This design comes from an exercise in tuning for small area and a short achievable clock period on the open sky130 flow, not from production work. RTL that was checked went through simulation tests only; none was proved equivalent to the original. The clock port is modelled as an ideal driver, which makes a skipped or thinned clock tree look cheaper than it is; a real chip needs a root buffer or a tree. No activity file was given, so power comes from the tool's default toggle rates.

alpha:
Design mini_cnn, start of the top module:
module mini_cnn (
    input         clk,
    input         reset,
    input  [7:0]  pxl_in,
    input  [7:0]  k00, k01, k02,
    input  [7:0]  k10, k11, k12,
    input  [7:0]  k20, k21, k22,
    input  [15:0] w0, w1, w2, w3,
    input  [15:0] bias,
    output [15:0] pool_out,
    output [15:0] fc_out,
    output reg    out_valid
);
    reg [4:0] ph;       
    reg       full;     
    always @(posedge clk or posedge reset) begin
        if (reset) begin
            ph <= 5'd24;
            full <= 1'b0;
            out_valid <= 1'b0;
        end else begin
            ph <= (ph == 5'd24) ? 5'd0 : ph + 5'd1;
            if (ph == 5'd23) full <= 1'b1;
            out_valid <= full & ((ph == 5'd0) | (ph == 5'd12));
        end
    end
    reg [5:0] tsel;    
    reg [2:0] bsel;    
    always @(*) begin
        case (ph)
            5'd0: begin tsel = 6'b010000; bsel = 3'b010; end
            5'd1: begin tsel = 6'b010000; bsel = 3'b100; end
            5'd2: begin tsel = 6'b010000; bsel = 3'b001; end
            5'd3: begin tsel = 6'b010000; bsel = 3'b010; end
            5'd4: begin tsel = 6'b010000; bsel = 3'b100; end
            5'd5: begin tsel = 6'b100000; bsel = 3'b001; end
            5'd6: begin tsel = 6'b100000; bsel = 3'b010; end
            5'd7: begin tsel = 6'b100000; bsel = 3'b100; end
            5'd8: begin tsel = 6'b000000; bsel = 3'b000; end
            5'd9: begin tsel = 6'b000001; bsel = 3'b001; end
            5'd10: begin tsel = 6'b000001; bsel = 3'b010; end
            5'd11: begin tsel = 6'b000001; bsel = 3'b100; end
            5'd12: begin tsel = 6'b000010; bsel = 3'b001; end
            5'd13: begin tsel = 6'b000010; bsel = 3'b010; end
  ...
Size in the first run: about 1800 cells after synthesis, roughly 200 I/O pins, roughly 18000 µm² of cells after synthesis.
==> flow/config.mk <==
export PLATFORM = sky130hd
export DESIGN_NAME = mini_cnn
export DESIGN_NICKNAME = mini_cnn
export VERILOG_FILES = /design/flow/design.v
export SDC_FILE = /design/flow/constraint.sdc
export NUM_CORES = 4
export LEC_CHECK = 0
export CAP_MARGIN = 50
export CORE_MARGIN = 2
export CORE_UTILIZATION = 65
export CTS_BUF_LIST = sky130_fd_sc_hd__clkbuf_8 sky130_fd_sc_hd__clkbuf_16
export CTS_CLUSTER_DIAMETER = 60
export CTS_CLUSTER_SIZE = 30
export SLEW_MARGIN = 70
export SYNTH_HIERARCHICAL = 1
export SYNTH_MINIMUM_KEEP_SIZE = 0
==> flow/constraint.sdc <==
create_clock -name core_clock -period 13.0 [get_ports {clk}]
set_input_delay 2.6000 -clock core_clock [delete_from_list [all_inputs] [get_ports {clk}]]
set_output_delay 2.6000 -clock core_clock [all_outputs]
set_load 0.01 [all_outputs]
standard.sh (not shown) runs the stock make flow with config.mk's settings and CLKGATE_MAP_FILE= SYNTH_SCRIPT=/design/flow/synth_recipe.tcl, a recipe that flattens the netlist after the stock synthesis.
==> flow/flow/run.sh <==
#!/bin/bash
# The standard ORFS layout with these changes:
#  - port buffers are the smallest buffer (buf_1),
#  - clock tree synthesis with clkbuf_8 buffers, clusters of at most 16 sinks,
#    and without dummy loads,
#  - after clock tree synthesis the tree's root buffer is removed, so the clock
#    port drives the tree's first-level buffers directly (flow/noroot.tcl), and
#    if there are two of them, each is split in two, so that the port drives
#    four buffers, each driving the nearer half of the leaf buffers; these
#    first-level buffers are then clkbuf_16 (flow/split.tcl),
#  - the multiplier operand flops get drive strength 2 (flow/upsize.tcl),
#  - the output port buffers get drive strength 2 (flow/outbuf.tcl),
#  - the fast adders' majority gates are maj3_1 (flow/downsize.tcl).
# Each tool's output goes to its own log here.
set -uo pipefail
bash standard.sh synth > synth.log 2>&1 || exit 1
CTS="-sink_clustering_enable -repair_clock_nets -sink_clustering_size 16 -sink_clustering_max_diameter 60"
CTS="$CTS -buf_list {sky130_fd_sc_hd__clkbuf_8} -dont_use_dummy_load"
bash standard.sh "BUFFER_PORTS_ARGS=-buffer_cell sky130_fd_sc_hd__buf_1" \
  "CTS_ARGS=$CTS" "POST_CTS_TCL=$PWD/flow/post_cts.tcl" finish > layout.log 2>&1 || exit 1
==> flow/flow/downsize.tcl <==
# The fast adders' majority gates were modelled (gen/gen.py) as maj3_1; synthesis
# maps the one-gate module to maj3_2. Use maj3_1.
set n 0
foreach c [get_cells -quiet -hierarchical *] {
  if {[get_property [get_lib_cells -of_objects $c] name] eq "sky130_fd_sc_hd__maj3_2"} {
    replace_cell $c sky130_fd_sc_hd__maj3_1
    incr n
  }
}
puts "downsize: $n maj3_2 to maj3_1"
if {$n > 0} { detailed_placement; estimate_parasitics -placement }
==> flow/flow/post_cts.tcl <==
# Run after clock tree synthesis (ORFS POST_CTS_TCL hook).
set here [file dirname [info script]]
source $here/noroot.tcl
source $here/split.tcl
source $here/upsize.tcl
source $here/outbuf.tcl
source $here/downsize.tcl
==> flow/flow/upsize.tcl <==
set n 0
foreach c [get_cells -quiet {pa* ka* dsh* wd* grp_first*}] {
  if {[get_property [get_lib_cells -of_objects $c] name] eq "sky130_fd_sc_hd__dfxtp_1"} {
    replace_cell $c sky130_fd_sc_hd__dfxtp_2
    incr n
  }
}
puts "upsize: $n flops to dfxtp_2"
if {$n > 0} {
  detailed_placement
  estimate_parasitics -placement
}
Other scripts of this flow, unchanged in this note and not shown: flow/flow/noroot.tcl, flow/flow/outbuf.tcl, flow/flow/split.tcl
In the summary table, alpha is marked failed, with error STA-2201 raised in clock tree synthesis (4_1_cts).
### alpha -> beta
diff --git a/flow/flow/run.sh b/flow/flow/run.sh
--- a/flow/flow/run.sh
+++ b/flow/flow/run.sh
@@ -11,4 +11,3 @@
 #  - the multiplier operand flops get drive strength 2 (flow/upsize.tcl),
-#  - the output port buffers get drive strength 2 (flow/outbuf.tcl),
-#  - the fast adders' majority gates are maj3_1 (flow/downsize.tcl).
+#  - the output port buffers get drive strength 2 (flow/outbuf.tcl).
 # Each tool's output goes to its own log here.
@@ -16,3 +15,3 @@
 bash standard.sh synth > synth.log 2>&1 || exit 1
-CTS="-sink_clustering_enable -repair_clock_nets -sink_clustering_size 16 -sink_clustering_max_diameter 60"
+CTS="-sink_clustering_enable -repair_clock_nets -sink_clustering_size 16 -sink_clustering_max_diameter 50"
 CTS="$CTS -buf_list {sky130_fd_sc_hd__clkbuf_8} -dont_use_dummy_load"
diff --git a/flow/flow/post_cts.tcl b/flow/flow/post_cts.tcl
--- a/flow/flow/post_cts.tcl
+++ b/flow/flow/post_cts.tcl
@@ -6,2 +6 @@
 source $here/outbuf.tcl
-source $here/downsize.tcl
==> flow/flow/upsize.tcl <==
set n 0
foreach c [get_cells -quiet {pa* ka*}] {
  if {[get_property [get_lib_cells -of_objects $c] name] eq "sky130_fd_sc_hd__dfxtp_1"} {
    replace_cell $c sky130_fd_sc_hd__dfxtp_2
    incr n
  }
}
puts "upsize: $n stage-A flops to dfxtp_2"
if {$n > 0} {
  detailed_placement
  estimate_parasitics -placement
}
removed: flow/flow/downsize.tcl
## What came out
beta: done, clean on timing, DRC and antenna
beta against alpha: cell total after placement held; post-synthesis cell count held; number of ports placed on the die boundary held; sink count of the clock tree held.

middle:
mini_cnn, a different RTL version from the one above (not shown whole).
For scale: about 200 I/O pins, roughly 18000 sq um of cells after synthesis.
==> flow/design.v (excerpt) <==
module mini_cnn (
    input         clk,
    input         reset,
    input  [7:0]  pxl_in,
    input  [7:0]  k00, k01, k02,
    input  [7:0]  k10, k11, k12,
    input  [7:0]  k20, k21, k22,
    input  [15:0] w0, w1, w2, w3,
    input  [15:0] bias,
    output [15:0] pool_out,
    output [15:0] fc_out,
    output reg    out_valid
);
clock: 13.0 ns
lec_check: 0
cap_margin: 50
core_margin: 2
core_utilization: 65
cts_buf_list: sky130_fd_sc_hd__clkbuf_8 sky130_fd_sc_hd__clkbuf_16
cts_cluster_diameter: 60
cts_cluster_size: 30
slew_margin: 70
synth_hierarchical: 1
synth_minimum_keep_size: 0
==> flow/flow/run.sh <==
#!/bin/bash
# Standard ORFS layout, except that the port buffers are the smallest buffer
# (buf_1) instead of the resizer's default choice.
set -uo pipefail
bash standard.sh synth > synth.log 2>&1 || exit 1
bash standard.sh "BUFFER_PORTS_ARGS=-buffer_cell sky130_fd_sc_hd__buf_1" finish > layout.log 2>&1 || exit 1
What east does differently from middle at the input level:
- swapping sky130_fd_sc_hd__clkbuf_8 sky130_fd_sc_hd__clkbuf_16 for sky130_fd_sc_hd__clkbuf_4 sky130_fd_sc_hd__clkbuf_8 in CTS_BUF_LIST
- putting ABC_AREA at 1 where nothing was set
- clearing CTS_CLUSTER_SIZE, which used to be 30
- clearing CTS_CLUSTER_DIAMETER, which used to be 60
Findings:
Fmax: east below middle
Relative to middle, routed wire length increased by about 25% in east.
[east] post-route clock period utilization rose 0.93 points relative to middle
In east, the length of routed met3 wiring came out about 14% above the value in middle.
east ended up with more standard cells than middle.
Cmp middle and east / instance count of the mapped netlist / higher: east
Compared with middle, in east final critical-path required period has increased; number of logic inverters in the finished layout has increased; clock skew held.
No functional check of the RTL was part of any run of this note.

Another version of the RTL of mini_cnn (not shown whole).
Size: ~1500 cells after synthesis, about 340 flip-flops, roughly 200 I/O pins, about 18000 um2 of cells after synthesis.
Settings: LEC_CHECK=0, CAP_MARGIN=50, CORE_MARGIN=2, CORE_UTILIZATION=65, CTS_BUF_LIST=sky130_fd_sc_hd__clkbuf_4 sky130_fd_sc_hd__clkbuf_8, SLEW_MARGIN=70, SYNTH_HIERARCHICAL=1, SYNTH_MINIMUM_KEEP_SIZE=0; clock period 13.0 ns.
run.sh (not shown) runs the stock make flow with config.mk's settings and CLKGATE_MAP_FILE= SYNTH_SCRIPT=/design/flow/synth_recipe.tcl, a recipe that flattens the netlist after the stock synthesis.
Stock flow here: none of the scripts above is used.
The baseline passed the timing, design-rule and antenna checks.
Rerun with:
- CAP_MARGIN: 50 -> 20
- CORE_UTILIZATION: 65 -> 40
- CTS_BUF_LIST: sky130_fd_sc_hd__clkbuf_4 sky130_fd_sc_hd__clkbuf_8 -> not set
- SLEW_MARGIN: 70 -> 20
The changed run ran to the end with no violations.
Cell area increases by 0.71%.
Routed wire length increases by 3.5%.
Clock power increases by about 7%.
First-iteration DRC count decreases by 26%.
Clock-buffer cell count decreases by 30.
Utilization decreases by 31 points.
Rerun with:
==> flow/flow/run.sh (new file) <==
#!/bin/bash
# Standard ORFS layout, except that the port buffers are the smallest buffer
# (buf_1) instead of the resizer's default choice.
set -uo pipefail
bash standard.sh synth > synth.log 2>&1 || exit 1
bash standard.sh "BUFFER_PORTS_ARGS=-buffer_cell sky130_fd_sc_hd__buf_1" finish > layout.log 2>&1 || exit 1
==> flow/standard.sh (new file) <==
#!/bin/bash
# synth_recipe.tcl (not shown) runs the flow's synth.tcl, then flattens the netlist and writes it again
# the make line also repeats each setting of config.mk as NAME=value (left out here)
make -C /OpenROAD-flow-scripts/flow DESIGN_CONFIG=/design/flow/config.mk WORK_HOME=/design/flow/orfs CLKGATE_MAP_FILE= SYNTH_SCRIPT=/design/flow/synth_recipe.tcl "${@:-finish}"
- CAP_MARGIN: 20 -> 50
- CORE_UTILIZATION: 40 -> 65
- CTS_BUF_LIST: not set -> sky130_fd_sc_hd__clkbuf_4 sky130_fd_sc_hd__clkbuf_8
- SLEW_MARGIN: 20 -> 70
removed: flow/run.sh
Non-clock buffer count is higher by 8.
Wire length is lower by 8.9%.
Flip-flop and latch count is unchanged.
Global-route usage is higher by 9.8 points.
Register-to-register slack gets better by 0.61 ns.
Total power is lower by 3.1%.
Via count is higher by 2.7%.
Final area is lower by 6.9%.
Worst hold slack hardly moves.
Rerun with:
==> flow/run.sh (new file) <==
#!/bin/bash
# synth_recipe.tcl (not shown) runs the flow's synth.tcl, then flattens the netlist and writes it again
# the make line also repeats each setting of config.mk as NAME=value (left out here)
make -C /OpenROAD-flow-scripts/flow DESIGN_CONFIG=/design/flow/config.mk WORK_HOME=/design/flow/orfs CLKGATE_MAP_FILE= SYNTH_SCRIPT=/design/flow/synth_recipe.tcl finish
- ABC_CLOCK_PERIOD_IN_PS: not set -> 3000
removed: flow/flow/run.sh
removed: flow/standard.sh
Outcome: Maximum frequency drops by 1.5%. Via count rises by 2.8%. Design area went up by 6.6%. Worst setup slack degrades by 0.067 ns. Clock power is higher by 9.7%. Routed wire length grows by 6.1%.

[afterwards: timing with drivers on the ports]
The flow's constraints put no driver on any port. The routed layouts listed below were extracted and timed again, unchanged, in two steps. Step 1 assumes that a clkbuf_16 drives the clock port and a buf_2 every other input. Step 2 moves the port delays by t, midway between the first and last clock arrival at a register: inputs arrive t later, outputs are due t later. That takes back most of the time a late clock gives input paths. Slacks: ideal / step 1 / step 2; pairs: ideal / step 1.
| run | shift t [ns] | slack for setup (ns) | latest minus earliest clock arrival (ns) | pins driven straight from the clock port |
|---|---|---|---|---|
| beta | 0.407 | 9.456 / 9.351 / 9.403 | 0.057 / 0.057 | 4 |
| middle | 0.611 | 9.269 / 9.216 / 9.296 | 0.033 / 0.033 | 1 |
| east | 0.648 | 9.149 / 9.099 / 9.394 | 0.027 / 0.028 | 1 |
| the first run of note 3 | 0.663 | 8.522 / 8.522 / 8.522 | 0.031 / 0.031 | 1 |
| the second run of note 3 | 0.617 | 7.975 / 7.975 / 7.975 | 0.033 / 0.032 | 1 |
| the third run of note 3 | 0.637 | 8.589 / 8.589 / 8.589 | 0.031 / 0.031 | 1 |
| the fourth run of note 3 | 0.663 | 8.522 / 8.522 / 8.522 | 0.031 / 0.031 | 1 |
After both steps every run listed still meets setup and hold. For beta, which loses most, drivers alone change the setup slack by -0.105 ns; drivers and shift together by -0.053 ns.
